Background: an optimization exercise with open tools, aiming at small area, a short achievable clock period and few clock cycles per item. Do not read the settings as production practice.

## complex_multiplier
module complex_multiplier
#(
    parameter INTEGER_WIDTH = 3,
    parameter FRACTIONAL_WIDTH = 13
)
(
    input  wire                                          clk,
    input  wire                                          rst_n,
    input  wire                                          input_a_tvalid,
    output wire                                          input_a_tready,
    input  wire [2*(INTEGER_WIDTH+FRACTIONAL_WIDTH)-1:0] input_a_tdata,
    input  wire                                          input_b_tvalid,
    output wire                                          input_b_tready,
    input  wire [2*(INTEGER_WIDTH+FRACTIONAL_WIDTH)-1:0] input_b_tdata,
    output reg                                           output_prod_tvalid,
    input  wire                                          output_prod_tready,
    output wire [2*(INTEGER_WIDTH+FRACTIONAL_WIDTH)-1:0] output_prod_tdata
);
Size in the first run: roughly 3,500 cells after synthesis, ~280 flip-flops, about 100 I/O pins.
==> module complex_multiplier, before the edit <==
module complex_multiplier
#(
    parameter INTEGER_WIDTH = 3,
    parameter FRACTIONAL_WIDTH = 13
)
(
    input  wire                                          clk,
    input  wire                                          rst_n,
    input  wire                                          input_a_tvalid,
    output wire                                          input_a_tready,
    input  wire [2*(INTEGER_WIDTH+FRACTIONAL_WIDTH)-1:0] input_a_tdata,
    input  wire                                          input_b_tvalid,
    output wire                                          input_b_tready,
    input  wire [2*(INTEGER_WIDTH+FRACTIONAL_WIDTH)-1:0] input_b_tdata,
    output reg                                           output_prod_tvalid,
    input  wire                                          output_prod_tready,
    output wire [2*(INTEGER_WIDTH+FRACTIONAL_WIDTH)-1:0] output_prod_tdata
);
    reg         v0, v1, q1v;
    reg  [15:0] ar, ai;
    reg  [24:0] br, bi;     
    function [24:0] booth_enc;
        input [15:0] y;
        integer k;
        reg y2, y1, y0;
        begin
            for (k = 0; k < 8; k = k + 1) begin
                y2 = y[2*k+1];
                y1 = y[2*k];
                y0 = (k == 0) ? 1'b0 : y[2*k-1];
                booth_enc[k]      = y1 ^ y0;                                    
                booth_enc[8 + k]  = (y2 & ~y1 & ~y0) | (~y2 & y1 & y0);         
                booth_enc[16 + k] = y2 & ~(y1 & y0);                            
            end
            booth_enc[24] = y[15];
        end
    endfunction
    reg  [31:0] q0, q1;
    wire take = output_prod_tready;                     
    wire en1  = ~v1 | ~q1v;                             
    wire en0  = ~v0 | en1;
    wire rdy  = ~(v0 & v1 & q1v);
    assign input_a_tready = rdy;
    assign input_b_tready = rdy;
    assign output_prod_tdata = q0;
    wire fire = input_a_tvalid & input_b_tvalid & rdy;
    wire mv1  = v1 & en1;                               
    always @(posedge clk) begin
        if (!rst_n) begin
            v0 <= 1'b0;
            v1 <= 1'b0;
            output_prod_tvalid <= 1'b0;
            q1v <= 1'b0;
        end else begin
            if (en0) v0 <= fire;
            if (en1) v1 <= v0;
            if (~output_prod_tvalid | take)
                output_prod_tvalid <= q1v | mv1;
            if (q1v) begin
                if (take) q1v <= mv1;
            end else begin
                q1v <= mv1 & output_prod_tvalid & ~take;
            end
        end
    end
    wire [14:0] m_a0, m_a1, m_a2, m_a3;
    wire [14:0] m_b0, m_b1, m_b2, m_b3;
    wire [3:0]  m_c, m_s;
    reg  [14:0] c_a0, c_a1, c_a2, c_a3;
    reg  [14:0] c_b0, c_b1, c_b2, c_b3;
    reg  [3:0]  c_c, c_s;
    cm_mul mul_rr1 (.x(ar), .one(br[7:0]), .two(br[15:8]), .neg(br[23:16]), .ys(br[24]), .a(m_a0), .b(m_b0), .cl(m_c[0]), .sgn(m_s[0]));
    cm_mul mul_rr2 (.x(ai), .one(bi[7:0]), .two(bi[15:8]), .neg(bi[23:16]), .ys(bi[24]), .a(m_a1), .b(m_b1), .cl(m_c[1]), .sgn(m_s[1]));
    cm_mul mul_ri1 (.x(ar), .one(bi[7:0]), .two(bi[15:8]), .neg(bi[23:16]), .ys(bi[24]), .a(m_a2), .b(m_b2), .cl(m_c[2]), .sgn(m_s[2]));
    cm_mul mul_ri2 (.x(ai), .one(br[7:0]), .two(br[15:8]), .neg(br[23:16]), .ys(br[24]), .a(m_a3), .b(m_b3), .cl(m_c[3]), .sgn(m_s[3]));
    wire [16:0] u0 = {1'b0, c_a0, 1'b1} + {1'b0, c_b0, c_c[0]};
    wire o0 = u0[16];    
    wire [16:0] u1 = {1'b0, c_a1, 1'b1} + {1'b0, c_b1, c_c[1]};
    wire o1 = u1[16];    
    wire [16:0] u2 = {1'b0, c_a2, 1'b1} + {1'b0, c_b2, c_c[2]};
    wire o2 = u2[16];    
    wire [16:0] u3 = {1'b0, c_a3, 1'b1} + {1'b0, c_b3, c_c[3]};
    wire o3 = u3[16];    
    wire [15:0] t_re = {1'b0, c_a0} + {1'b0, c_b0} + c_c[0] - {1'b0, c_a1} - {1'b0, c_b1} - c_c[1];
    wire [15:0] t_im = {1'b0, c_a2} + {1'b0, c_b2} + c_c[2] + {1'b0, c_a3} + {1'b0, c_b3} + c_c[3];
    wire [15:0] prod_real = {t_re[15] ^ o0 ^ o1 ^ c_s[0] ^ c_s[1], t_re[14:0]};
    wire [15:0] prod_imag = {t_im[15] ^ o2 ^ o3 ^ c_s[2] ^ c_s[3], t_im[14:0]};
    always @(posedge clk) begin
        if (en0) begin
            ar <= input_a_tdata[15:0];
            ai <= input_a_tdata[31:16];
            br <= booth_enc(input_b_tdata[15:0]);
            bi <= booth_enc(input_b_tdata[31:16]);
        end
        if (en1) begin
            c_a0 <= m_a0;
            c_a1 <= m_a1;
            c_a2 <= m_a2;
            c_a3 <= m_a3;
            c_b0 <= m_b0;
            c_b1 <= m_b1;
            c_b2 <= m_b2;
            c_b3 <= m_b3;
            c_c <= m_c;
            c_s <= m_s;
        end
        if (~output_prod_tvalid | take)
            q0 <= q1v ? q1 : {prod_imag, prod_real};
        if (~q1v | take)
            q1 <= {prod_imag, prod_real};
    end
endmodule
export LEC_CHECK = 0
export CAP_MARGIN = 20
export CORE_MARGIN = 2
export CORE_UTILIZATION = 40
export SLEW_MARGIN = 20
export SYNTH_HIERARCHICAL = 1
export SYNTH_MINIMUM_KEEP_SIZE = 0
create_clock -name core_clock -period 10.0 [get_ports {clk}]
standard.sh (not shown) runs the stock make flow with config.mk's settings and CLKGATE_MAP_FILE= SYNTH_SCRIPT=/design/flow/synth_recipe.tcl, a recipe that flattens the netlist after the stock synthesis.
==> flow/flow/run.sh <==
#!/bin/bash
# The standard layout (standard.sh), with the port buffers made as sky130_fd_sc_hd__buf_2
# cells instead of buffer_ports' default, and timing repair aiming at 6.3 ns of setup slack.
set -euo pipefail
export BUFFER_PORTS_ARGS="-buffer_cell sky130_fd_sc_hd__buf_2"
export SETUP_SLACK_MARGIN=6.3
bash standard.sh > standard.log 2>&1
Rerun with:
--- a/flow/design.v
+++ b/flow/design.v
@@ -972,24 +972,22 @@
     reg  [14:0] c_b0, c_b1, c_b2, c_b3;
     reg  [3:0]  c_c, c_s;
     cm_mul mul_rr1 (.x(ar), .one(br[7:0]), .two(br[15:8]), .neg(br[23:16]), .ys(br[24]), .a(m_a0), .b(m_b0), .cl(m_c[0]), .sgn(m_s[0]));
     cm_mul mul_rr2 (.x(ai), .one(bi[7:0]), .two(bi[15:8]), .neg(bi[23:16]), .ys(bi[24]), .a(m_a1), .b(m_b1), .cl(m_c[1]), .sgn(m_s[1]));
     cm_mul mul_ri1 (.x(ar), .one(bi[7:0]), .two(bi[15:8]), .neg(bi[23:16]), .ys(bi[24]), .a(m_a2), .b(m_b2), .cl(m_c[2]), .sgn(m_s[2]));
     cm_mul mul_ri2 (.x(ai), .one(br[7:0]), .two(br[15:8]), .neg(br[23:16]), .ys(br[24]), .a(m_a3), .b(m_b3), .cl(m_c[3]), .sgn(m_s[3]));
-    wire [16:0] u0 = {1'b0, c_a0, 1'b1} + {1'b0, c_b0, c_c[0]};
-    wire o0 = u0[16];    
-    wire [16:0] u1 = {1'b0, c_a1, 1'b1} + {1'b0, c_b1, c_c[1]};
-    wire o1 = u1[16];    
-    wire [16:0] u2 = {1'b0, c_a2, 1'b1} + {1'b0, c_b2, c_c[2]};
-    wire o2 = u2[16];    
-    wire [16:0] u3 = {1'b0, c_a3, 1'b1} + {1'b0, c_b3, c_c[3]};
-    wire o3 = u3[16];    
-    wire [15:0] t_re = {1'b0, c_a0} + {1'b0, c_b0} + c_c[0] - {1'b0, c_a1} - {1'b0, c_b1} - c_c[1];
-    wire [15:0] t_im = {1'b0, c_a2} + {1'b0, c_b2} + c_c[2] + {1'b0, c_a3} + {1'b0, c_b3} + c_c[3];
-    wire [15:0] prod_real = {t_re[15] ^ o0 ^ o1 ^ c_s[0] ^ c_s[1], t_re[14:0]};
-    wire [15:0] prod_imag = {t_im[15] ^ o2 ^ o3 ^ c_s[2] ^ c_s[3], t_im[14:0]};
+    wire [15:0] u0 = {c_a0, 1'b1} + {c_b0, c_c[0]};
+    wire [14:0] h0 = u0[15:1];    
+    wire [15:0] u1 = {c_a1, 1'b1} + {c_b1, c_c[1]};
+    wire [14:0] h1 = u1[15:1];    
+    wire [15:0] u2 = {c_a2, 1'b1} + {c_b2, c_c[2]};
+    wire [14:0] h2 = u2[15:1];    
+    wire [15:0] u3 = {c_a3, 1'b1} + {c_b3, c_c[3]};
+    wire [14:0] h3 = u3[15:1];    
+    wire [15:0] prod_real = {c_s[0], h0} - {c_s[1], h1};
+    wire [15:0] prod_imag = {c_s[2], h2} + {c_s[3], h3};
     always @(posedge clk) begin
         if (en0) begin
             ar <= input_a_tdata[15:0];
             ai <= input_a_tdata[31:16];
             br <= booth_enc(input_b_tdata[15:0]);
             bi <= booth_enc(input_b_tdata[31:16]);
Synthesized cell count goes up by 1.4%.
Global-route usage goes down by 0.48 points.
Routed wire length goes down by 1.7%.
Clock-buffer cell count goes up by 2.
No functional check of the RTL was part of any run of this note.

-- afterwards: timing with drivers on the ports --
How much do the figures lean on ideal ports? The routed layouts below were timed once more, with nothing changed but the port constraints. Step 1 assumes that a clkbuf_16 drives the clock port and a buf_2 every other input. Step 2 also shifts input and output timing later by t, the mid clock arrival at the registers, as if the neighbouring blocks saw the same clock. a / b / c = ideal / step 1 / step 2; a / b = the first two.
run | shift t [ns] | slack for setup (ns) | pins driven straight from the clock port
the first run | 0.630 | 5.959 / 5.959 / 5.959 | 1
the second run | 0.625 | 6.256 / 6.256 / 6.256 | 1
After both steps every run listed still meets setup and hold.
